Source: an optimization exercise on an open RTL-to-GDS flow (aim: a short achievable clock period and few clock cycles). Production flows keep margins and buffers that such runs may drop.
Only simulation tests tie the RTL to the original design; equivalence was not proved.
Power figures rest on the tool's default switching activity, not on a simulated workload.

## old
Design mips, start of the top module:
module mips(input         clk, reset,
            output [31:0] pc,
            input  [31:0] instr,
            output        memwrite,
            output [31:0] memaddr,
            output [31:0] memwritedata,
            input  [31:0] memreaddata);
  reg  [31:0] pc_r;          
  reg  [31:0] pcb_r;         
  reg         pcb_j;
  wire [31:0] pcb4 = pcb_r + 32'd4;
  wire [31:0] pcb8 = pcb_r + 32'd8;
  wire [31:0] pc4  = pcb_j ? pcb4 : pcb_r;      
  wire [31:0] pc8  = pcb_j ? pcb8 : pcb4;       
  wire [31:0] pc0  = pcb_j ? pcb_r : pcb_r - 32'd4;   
  wire        if_j = (instr[31:26] == 6'b000010);
  wire [31:0] jt   = {pc4[31:28], instr[25:0], 2'b00};
  reg         d_v;
  reg  [31:0] d_ir;
  reg  [31:0] d_pc4;
  reg  [31:0] d_ra, d_rb;    
  reg         fa_e, fa_m, fa_w, fa_x, fb_e, fb_m, fb_w, fb_x;
  reg         d_bzr;
  reg         d_bz0r;        
  reg         e_we;          
  reg         e_ld;          
  reg         e_lbu;
  reg         e_sw;
  reg         e_beq;
  reg         e_sel_ar, e_sel_and, e_sel_or, e_sel_nor, e_sel_slt;
  reg         e_cin;         
  reg  [4:0]  e_wr;
  reg  [31:0] e_a, e_b, e_sd;
  reg         e_fsd;         
  reg  [31:0] e_bt;
  reg         e_off0;        
  reg         e_off1;        
  reg         m_we, m_ld, m_lbu, m_sw;
  reg  [4:0]  m_wr;
  reg  [31:0] m_res;
  ...
Size in the first run: ~1,500 flip-flops, about 160 I/O pins, ~73,000 um^2 of cells after synthesis.
Settings: LEC_CHECK=0, ABC_CLOCK_PERIOD_IN_PS=2500, CAP_MARGIN=20, CORE_MARGIN=2, CORE_UTILIZATION=55, SETUP_SLACK_MARGIN=5, SLEW_MARGIN=20; clock period 9.0 ns.
standard.sh (not shown) runs the stock make flow with config.mk's settings and CLKGATE_MAP_FILE= SYNTH_SCRIPT=/design/flow/synth_recipe.tcl, a recipe that flattens the netlist after the stock synthesis.
==> flow/flow/run.sh <==
#!/bin/bash
set -euo pipefail
bash standard.sh \
  SETUP_SLACK_MARGIN=6.5 \
  "BUFFER_PORTS_ARGS=-buffer_cell sky130_fd_sc_hd__buf_4" \
  MATCH_CELL_FOOTPRINT=0 \
  finish > make_finish.log 2>&1
From the logs: old reached the end of the flow and failed the layout checks with antenna rules.
Testbench counts of old, summed over its fixed seeds: cycles 62,109.
## Diff of input files: new against old
--- a/flow/design.v
+++ b/flow/design.v
@@ -139,55 +139,47 @@
                       ({32{sb_old}} & (vb_old ^ bn)) | ({32{alusrc}} & imm);
   wire [31:0] nx_sd = sd_ld ? m_lddata : vb_old;    
   wire eq     = e_beq & (e_a == e_b);
   wire taken  = eq & ~e_off0 & ~(e_off1 & d_v & ~isJ & ~d_bz & ~zres);
   wire squash = eq & ~e_off0;
   wire stall  = d_v & e_ld & ~d_bz & (a_e | (b_e & use_rt));
   wire [31:0] zx   = e_a ^ e_b;
   wire [31:0] zo   = e_a | e_b;
   wire        zero = &({zx[31:1], zx[0]} ~^ {zo[30:0], e_cin});
   wire        zres = d_v & d_bz0r & a_e & e_sel_ar & ~e_ld;
   wire        ztake = zres & zero;
-  wire idtake = d_v & d_bz;    
+  wire idtake = d_v & d_bz | ztake;    
   wire        jsel    = if_j & ~idtake & ~stall;
-  wire        pass    = ~taken & ~ztake;
-  wire        s_z     = ~taken & ztake;
-  wire        s_j     = pass & jsel;
-  wire        s_b     = pass & idtake;
-  wire        s_h     = pass & stall;
-  wire        s_s     = pass & ~jsel & ~idtake & ~stall;
-  wire [31:0] pc_nx   = ({32{taken}} & e_bt) | ({32{s_z | s_b}} & d_sbt) |
-                        ({32{s_j}} & jt) | ({32{s_h}} & pc0) | ({32{s_s}} & pc4);
-  wire [31:0] pcb_nx  = ({32{taken}} & e_bt) | ({32{s_z | s_b}} & d_sbt) |
-                        ({32{s_j}} & jt) | ({32{s_h}} & pcb_r) | ({32{s_s}} & pc8);
+  wire [31:0] pc_id   = jsel ? jt : idtake ? d_sbt : stall ? pc0   : pc4;
+  wire [31:0] pcb_id  = jsel ? jt : idtake ? d_sbt : stall ? pcb_r : pc8;
   wire [4:0] irs  = instr[25:21];
   wire [4:0] irt  = instr[20:16];
   wire       dgo  = d_we & ~squash;
   wire       n_bs = (instr[31:26] == 6'b000100) &
                     (instr[15:6] == 10'd0) & (instr[5:0] != 6'd0);
   wire       n_bz = n_bs & (irs == irt);
   wire       n_bz0 = n_bs & (irt == 5'd0) & (irs != 5'd0);
   always @(posedge clk, posedge reset)
     if (reset) begin
       pc_r  <= 32'b0;
       pcb_r <= 32'b0;
       pcb_j <= 1'b1;
       d_v   <= 1'b0;
       e_we <= 1'b0; e_ld <= 1'b0; e_sw <= 1'b0; e_beq <= 1'b0;
       m_we <= 1'b0; m_ld <= 1'b0; m_sw <= 1'b0;
       w_we <= 1'b0; w2_we <= 1'b0;
     end else begin
-      pc_r  <= pc_nx;
-      pcb_r <= pcb_nx;
-      pcb_j <= taken | ztake | jsel | idtake | (stall & pcb_j);
-      if (taken | ztake | idtake) d_v <= 1'b0;
+      pc_r  <= taken ? e_bt : pc_id;
+      pcb_r <= taken ? e_bt : pcb_id;
+      pcb_j <= taken | jsel | idtake | (stall & pcb_j);
+      if (taken | idtake) d_v <= 1'b0;    
       else if (!stall)    d_v <= 1'b1;
       if (squash | stall) begin
         e_we <= 1'b0; e_ld <= 1'b0; e_sw <= 1'b0; e_beq <= 1'b0;
       end else begin
         e_we  <= d_we;
         e_ld  <= d_v & d_ld;
         e_sw  <= d_v & isSW;
         e_beq <= d_v & isBEQ & ~d_bz & ~zres;
       end
       m_we <= e_we;
       m_ld <= e_ld;
[summary]
- No stage failed in new, and the final checks on the layout all came back clean.
- Taking old as the reference, in new achievable frequency has decreased, global-route wire length before repair has increased, wire length has increased.
- new does worse than old on finished layout cell area.
- Via count of the first global-routing pass sits higher in new than in old.
- old reports its category of the critical setup timing path as reg2reg while new reports in2reg.
- In new, required time at the endpoint of the critical path is higher than in old.
Testbench counts of new, summed over its fixed seeds: cycles 62,109.

---

The RTL this note starts from:
==> flow/design.v <==
module regfile(input         clk,
               input         we,
               input  [4:0]  ra1, ra2, wa,
               input  [31:0] wd,
               output [31:0] rd1, rd2);
  reg [31:0] rf[31:1];
  always @(posedge clk)
    if (we && wa != 5'd0) rf[wa] <= wd;
  assign rd1 = (ra1 != 5'd0) ? rf[ra1] : 32'b0;
  assign rd2 = (ra2 != 5'd0) ? rf[ra2] : 32'b0;
endmodule
module loadsel(input      [31:0] a,
               input             lbu,
               input      [1:0]  off,
               output reg [31:0] y);
  always @(*)
    if (lbu)
      case (off)
        2'b00: y = {24'b0, a[7:0]};
        2'b01: y = {24'b0, a[15:8]};
        2'b10: y = {24'b0, a[23:16]};
        2'b11: y = {24'b0, a[31:24]};
      endcase
    else
      y = a;
endmodule
module mips(input         clk, reset,
            output [31:0] pc,
            input  [31:0] instr,
            output        memwrite,
            output [31:0] memaddr,
            output [31:0] memwritedata,
            input  [31:0] memreaddata);
  reg  [31:0] pc_r;          
  reg  [31:0] pcb_r;         
  reg         pcb_j;
  wire [31:0] pcb4 = pcb_r + 32'd4;
  wire [31:0] pcb8 = pcb_r + 32'd8;
  wire [31:0] pc4  = pcb_j ? pcb4 : pcb_r;      
  wire [31:0] pc8  = pcb_j ? pcb8 : pcb4;       
  wire        if_j = (instr[31:26] == 6'b000010);
  wire [31:0] jt   = {pc4[31:28], instr[25:0], 2'b00};
  reg         d_v;
  reg  [31:0] d_ir;
  reg  [31:0] d_pc4;
  reg  [23:0] d_pch1;        
  reg         e_we;          
  reg         e_ld;          
  reg         e_lbu;
  reg         e_sw;
  reg         e_beq;
  reg         e_sel_add, e_sel_sub, e_sel_and, e_sel_or, e_sel_nor, e_sel_slt;
  reg  [4:0]  e_wr;
  reg  [31:0] e_a, e_b, e_sd;
  reg         e_fsd;         
  reg  [31:0] e_bt;
  reg         e_off0;        
  reg         e_off1;        
  reg         m_we, m_ld, m_lbu, m_sw;
  reg  [4:0]  m_wr;
  reg  [31:0] m_res;
  reg  [31:0] m_addr;
  reg  [31:0] m_sd;
  reg         w_we;
  reg  [4:0]  w_wr;
  reg  [31:0] w_res;
  wire [5:0] op    = d_ir[31:26];
  wire [5:0] funct = d_ir[5:0];
  wire [4:0] rs    = d_ir[25:21];
  wire [4:0] rt    = d_ir[20:16];
  wire [4:0] rd    = d_ir[15:11];
  wire isR    = (op == 6'b000000);
  wire isLW   = (op == 6'b100011);
  wire isLBU  = (op == 6'b100100);
  wire isSW   = (op == 6'b101011);
  wire isBEQ  = (op == 6'b000100);
  wire isJ    = (op == 6'b000010);
  wire isADDI = (op == 6'b001000) | (op == 6'b001001);
  wire isORI  = (op == 6'b001101);
  wire isANDI = (op == 6'b001100);
  wire isLUI  = (op == 6'b001111);
  wire fAND = (funct == 6'b100100);
  wire fOR  = (funct == 6'b100101);
  wire fNOR = (funct == 6'b100111);
  wire fSLT = (funct == 6'b101010);
  wire fSUB = (funct == 6'b100010) | (funct == 6'b100011);
  wire       d_regw = isR | isLW | isLBU | isADDI | isORI | isANDI | isLUI;
  wire [4:0] d_wr   = isR ? rd : rt;
  wire       d_we   = d_v & d_regw & (d_wr != 5'd0);
  wire       d_ld   = isLW | isLBU;
  wire       use_rt = isR | isBEQ;      
  wire       alusrc = ~(isR | isBEQ);
  wire [31:0] simm = {{16{d_ir[15]}}, d_ir[15:0]};
  wire        d_bz = isBEQ & (rs == rt) & (d_ir[15:6] == 10'd0) & (d_ir[5:0] != 6'd0);
  wire [8:0]  sblo = {1'b0, d_pc4[7:0]} + {1'b0, d_ir[5:0], 2'b00};
  wire [31:0] d_sbt = {sblo[8] ? d_pch1 : d_pc4[31:8], sblo[7:0]};
  wire [31:0] imm  = isLUI ? {d_ir[15:0], 16'b0} :
                     (isORI | isANDI) ? {16'b0, d_ir[15:0]} : simm;
  wire [31:0] rf_a, rf_b;
  regfile rf(.clk(clk), .we(w_we), .ra1(rs), .ra2(rt), .wa(w_wr),
             .wd(w_res), .rd1(rf_a), .rd2(rf_b));
  wire [31:0] m_lddata;
  loadsel ls(.a(memreaddata), .lbu(m_lbu), .off(m_res[1:0]), .y(m_lddata));
  wire [31:0] m_val = m_ld ? m_lddata : m_res;
  wire a_e = e_we & (e_wr == rs);
  wire b_e = e_we & (e_wr == rt);
  wire a_m = m_we & (m_wr == rs);
  wire a_w = w_we & (w_wr == rs);
  wire b_m = m_we & (m_wr == rt);
  wire b_w = w_we & (w_wr == rt);
  wire [31:0] va_old = a_m ? m_res : a_w ? w_res : rf_a;    
  wire [31:0] vb_old = b_m ? m_res : b_w ? w_res : rf_b;
  wire        a_ld   = a_m & m_ld;
  wire        b_ld   = b_m & m_ld;
  wire [31:0] sum  = e_a + e_b;
  wire [31:0] diff = e_a - e_b;
  wire [31:0] aor  = e_a | e_b;
  wire [31:0] lres = ({32{e_sel_and}} & (e_a & e_b)) |
                     ({32{e_sel_or}}  & aor) |
                     ({32{e_sel_nor}} & ~aor) |
                     {31'b0, e_sel_slt & diff[31]};
  wire [31:0] res  = ({32{e_sel_add}} & sum) | ({32{e_sel_sub}} & diff) | lres;
  wire        sa_add = a_e & e_sel_add, sa_sub = a_e & e_sel_sub;
  wire        sa_ld  = ~a_e & a_ld, sa_old = ~a_e & ~a_ld;
  wire        bx_e   = b_e & ~alusrc;
  wire        sb_add = bx_e & e_sel_add, sb_sub = bx_e & e_sel_sub;
  wire        sb_ld  = ~alusrc & ~b_e & b_ld, sb_old = ~alusrc & ~b_e & ~b_ld;
  wire        sd_ld  = b_ld;
  wire [31:0] nx_a  = ({32{sa_add}} & sum) | ({32{sa_sub}} & diff) |
                      ({32{a_e}} & lres) | ({32{sa_ld}} & m_lddata) |
                      ({32{sa_old}} & va_old);
  wire [31:0] nx_b  = ({32{sb_add}} & sum) | ({32{sb_sub}} & diff) |
                      ({32{bx_e}} & lres) | ({32{sb_ld}} & m_lddata) |
                      ({32{sb_old}} & vb_old) | ({32{alusrc}} & imm);
  wire [31:0] nx_sd = sd_ld ? m_lddata : vb_old;    
  wire eq     = e_beq & (e_a == e_b);
  wire taken  = eq & ~e_off0 & ~(e_off1 & ~isJ);
  wire squash = eq & ~e_off0;
  wire stall  = d_v & e_ld & ~d_bz & (a_e | (b_e & use_rt));
  wire idtake = d_v & d_bz & ~squash;
  wire        jsel    = if_j & ~taken & ~idtake & ~stall;
  wire        redir   = taken | idtake;
  wire [31:0] rtgt    = taken ? e_bt : d_sbt;
  always @(posedge clk, posedge reset)
    if (reset) begin
      pc_r  <= 32'b0;
      pcb_r <= 32'b0;
      pcb_j <= 1'b1;
      d_v   <= 1'b0;
      e_we <= 1'b0; e_ld <= 1'b0; e_sw <= 1'b0; e_beq <= 1'b0;
      m_we <= 1'b0; m_ld <= 1'b0; m_sw <= 1'b0;
      w_we <= 1'b0;
    end else begin
      pc_r  <= jsel ? jt : redir ? rtgt : stall ? pc_r  : pc4;
      pcb_r <= jsel ? jt : redir ? rtgt : stall ? pcb_r : pc8;
      pcb_j <= jsel | redir | (stall & pcb_j);
      if (taken | idtake) d_v <= 1'b0;
      else if (!stall)    d_v <= 1'b1;
      if (squash | stall) begin
        e_we <= 1'b0; e_ld <= 1'b0; e_sw <= 1'b0; e_beq <= 1'b0;
      end else begin
        e_we  <= d_we;
        e_ld  <= d_v & d_ld;
        e_sw  <= d_v & isSW;
        e_beq <= d_v & isBEQ & ~d_bz;
      end
      m_we <= e_we;
      m_ld <= e_ld;
      m_sw <= e_sw;
      w_we <= m_we;
    end
  always @(posedge clk) begin
    if (!stall) begin
      d_ir  <= instr;
      d_pc4 <= pc4;
      d_pch1 <= pc4[31:8] + 24'd1;
    end
    e_lbu     <= isLBU;
    e_sel_add <= isR ? (funct[5:1] == 5'b10000) : ~(isORI | isANDI);
    e_sel_sub <= isR & fSUB;
    e_sel_and <= (isR & fAND) | isANDI;
    e_sel_or  <= (isR & fOR) | isORI;
    e_sel_nor <= isR & fNOR;
    e_sel_slt <= isR & fSLT;
    e_wr      <= d_wr;
    e_a       <= nx_a;
    e_b       <= nx_b;
    e_sd      <= nx_sd;
    e_fsd     <= b_e;
    e_bt      <= d_pc4 + {simm[29:0], 2'b00};
    e_off0    <= (d_ir[15:0] == 16'd0);
    e_off1    <= (d_ir[15:0] == 16'd1);
    m_lbu  <= e_lbu;
    m_wr   <= e_wr;
    m_res  <= res;
    m_addr <= {sum[31:2], sum[1:0] & {2{~e_lbu}}};
    m_sd   <= e_fsd ? m_val : e_sd;
    w_wr  <= m_wr;
    w_res <= m_val;
  end
  assign pc           = pc_r;
  assign memwrite     = m_sw;
  assign memaddr      = m_addr;
  assign memwritedata = m_sd;
endmodule
==> flow/config.mk <==
export PLATFORM = sky130hd
export DESIGN_NAME = mips
export DESIGN_NICKNAME = mips
export VERILOG_FILES = /design/flow/design.v
export SDC_FILE = /design/flow/constraint.sdc
export NUM_CORES = 4
export LEC_CHECK = 0
export ABC_CLOCK_PERIOD_IN_PS = 2500
export CAP_MARGIN = 20
export CORE_MARGIN = 2
export CORE_UTILIZATION = 55
export SETUP_SLACK_MARGIN = 5
export SLEW_MARGIN = 20
==> flow/constraint.sdc <==
create_clock -name core_clock -period 9.0 [get_ports {clk}]
set_input_delay 1.8000 -clock core_clock [delete_from_list [all_inputs] [get_ports {clk}]]
set_output_delay 1.8000 -clock core_clock [all_outputs]
set_load 0.01 [all_outputs]
Scripts as last shown in full above: flow/flow/run.sh
Testbench counts at the start, summed over its fixed seeds: cycles 62,865.
==> next run, changes <==
--- a/flow/design.v
+++ b/flow/design.v
@@ -133,15 +133,15 @@
                       ({32{bx_e}} & lres) | ({32{sb_ld}} & m_lddata) |
                       ({32{sb_old}} & vb_old) | ({32{alusrc}} & imm);
   wire [31:0] nx_sd = sd_ld ? m_lddata : vb_old;    
   wire eq     = e_beq & (e_a == e_b);
-  wire taken  = eq & ~e_off0 & ~(e_off1 & ~isJ);
+  wire taken  = eq & ~e_off0 & ~(e_off1 & d_v & ~isJ & ~d_bz);
   wire squash = eq & ~e_off0;
   wire stall  = d_v & e_ld & ~d_bz & (a_e | (b_e & use_rt));
-  wire idtake = d_v & d_bz & ~squash;
-  wire        jsel    = if_j & ~taken & ~idtake & ~stall;
-  wire        redir   = taken | idtake;
-  wire [31:0] rtgt    = taken ? e_bt : d_sbt;
+  wire idtake = d_v & d_bz;    
+  wire        jsel    = if_j & ~idtake & ~stall;
+  wire [31:0] pc_id   = jsel ? jt : idtake ? d_sbt : stall ? pc_r  : pc4;
+  wire [31:0] pcb_id  = jsel ? jt : idtake ? d_sbt : stall ? pcb_r : pc8;
   always @(posedge clk, posedge reset)
     if (reset) begin
       pc_r  <= 32'b0;
       pcb_r <= 32'b0;
@@ -150,11 +150,11 @@
       e_we <= 1'b0; e_ld <= 1'b0; e_sw <= 1'b0; e_beq <= 1'b0;
       m_we <= 1'b0; m_ld <= 1'b0; m_sw <= 1'b0;
       w_we <= 1'b0;
     end else begin
-      pc_r  <= jsel ? jt : redir ? rtgt : stall ? pc_r  : pc4;
-      pcb_r <= jsel ? jt : redir ? rtgt : stall ? pcb_r : pc8;
-      pcb_j <= jsel | redir | (stall & pcb_j);
+      pc_r  <= taken ? e_bt : pc_id;
+      pcb_r <= taken ? e_bt : pcb_id;
+      pcb_j <= taken | jsel | idtake | (stall & pcb_j);
       if (taken | idtake) d_v <= 1'b0;
       else if (!stall)    d_v <= 1'b1;
       if (squash | stall) begin
         e_we <= 1'b0; e_ld <= 1'b0; e_sw <= 1'b0; e_beq <= 1'b0;
What happened: First-iteration DRC count goes up by 7.9%. Final area went up by 0.33%. Worst setup slack gets better by 0.44 ns. Count of clock-buffer cells in the layout goes down by 15. Synthesized area hardly moves. Register-to-register slack improves by 0.44 ns. Utilization rises by 0.24 points. Routed wire length went down by 1.9%. Die area stays flat. Total power is about the same. Sequential power fell by about 0.6%. Clock skew is about the same.
Testbench counts after the change, summed over its fixed seeds: cycles 62,865.

afterwards: timing with drivers on the ports:
The flow's constraints put no driver on any port. The routed layouts listed below were extracted and timed again, unchanged, in two steps.
Step 1 (the two cells are an assumption about what drives the block):
set clk [get_ports {clk}]
set_driving_cell -lib_cell sky130_fd_sc_hd__clkbuf_16 $clk
set_driving_cell -lib_cell sky130_fd_sc_hd__buf_2 [delete_from_list [all_inputs] $clk]
Step 2, shift: input delay + t, output delay - t, t = (earliest + latest rising clock arrival at the registers) / 2. This alone moves slack from input paths to output paths.
Slacks: ideal ports / drivers / drivers and shift; pairs: ideal ports / drivers.
| run | t (ns) | setup slack, ns | hold WS [ns] |
|---|---|---|---|
| old | 0.891 | 5.795 / 5.499 / 4.608 | 0.353 / 0.353 / 0.353 |
| new | 0.889 | 5.665 / 5.715 / 4.826 | 0.357 / 0.357 / 0.357 |
| the first run of note 2 | 0.878 | 5.230 / 5.230 / 5.159 | 0.349 / 0.349 / 0.349 |
| the second run of note 2 | 0.877 | 5.668 / 5.668 / 5.343 | 0.384 / 0.384 / 0.384 |
For old, which loses most, drivers alone change the setup slack by -0.296 ns; drivers and shift together by -1.187 ns.
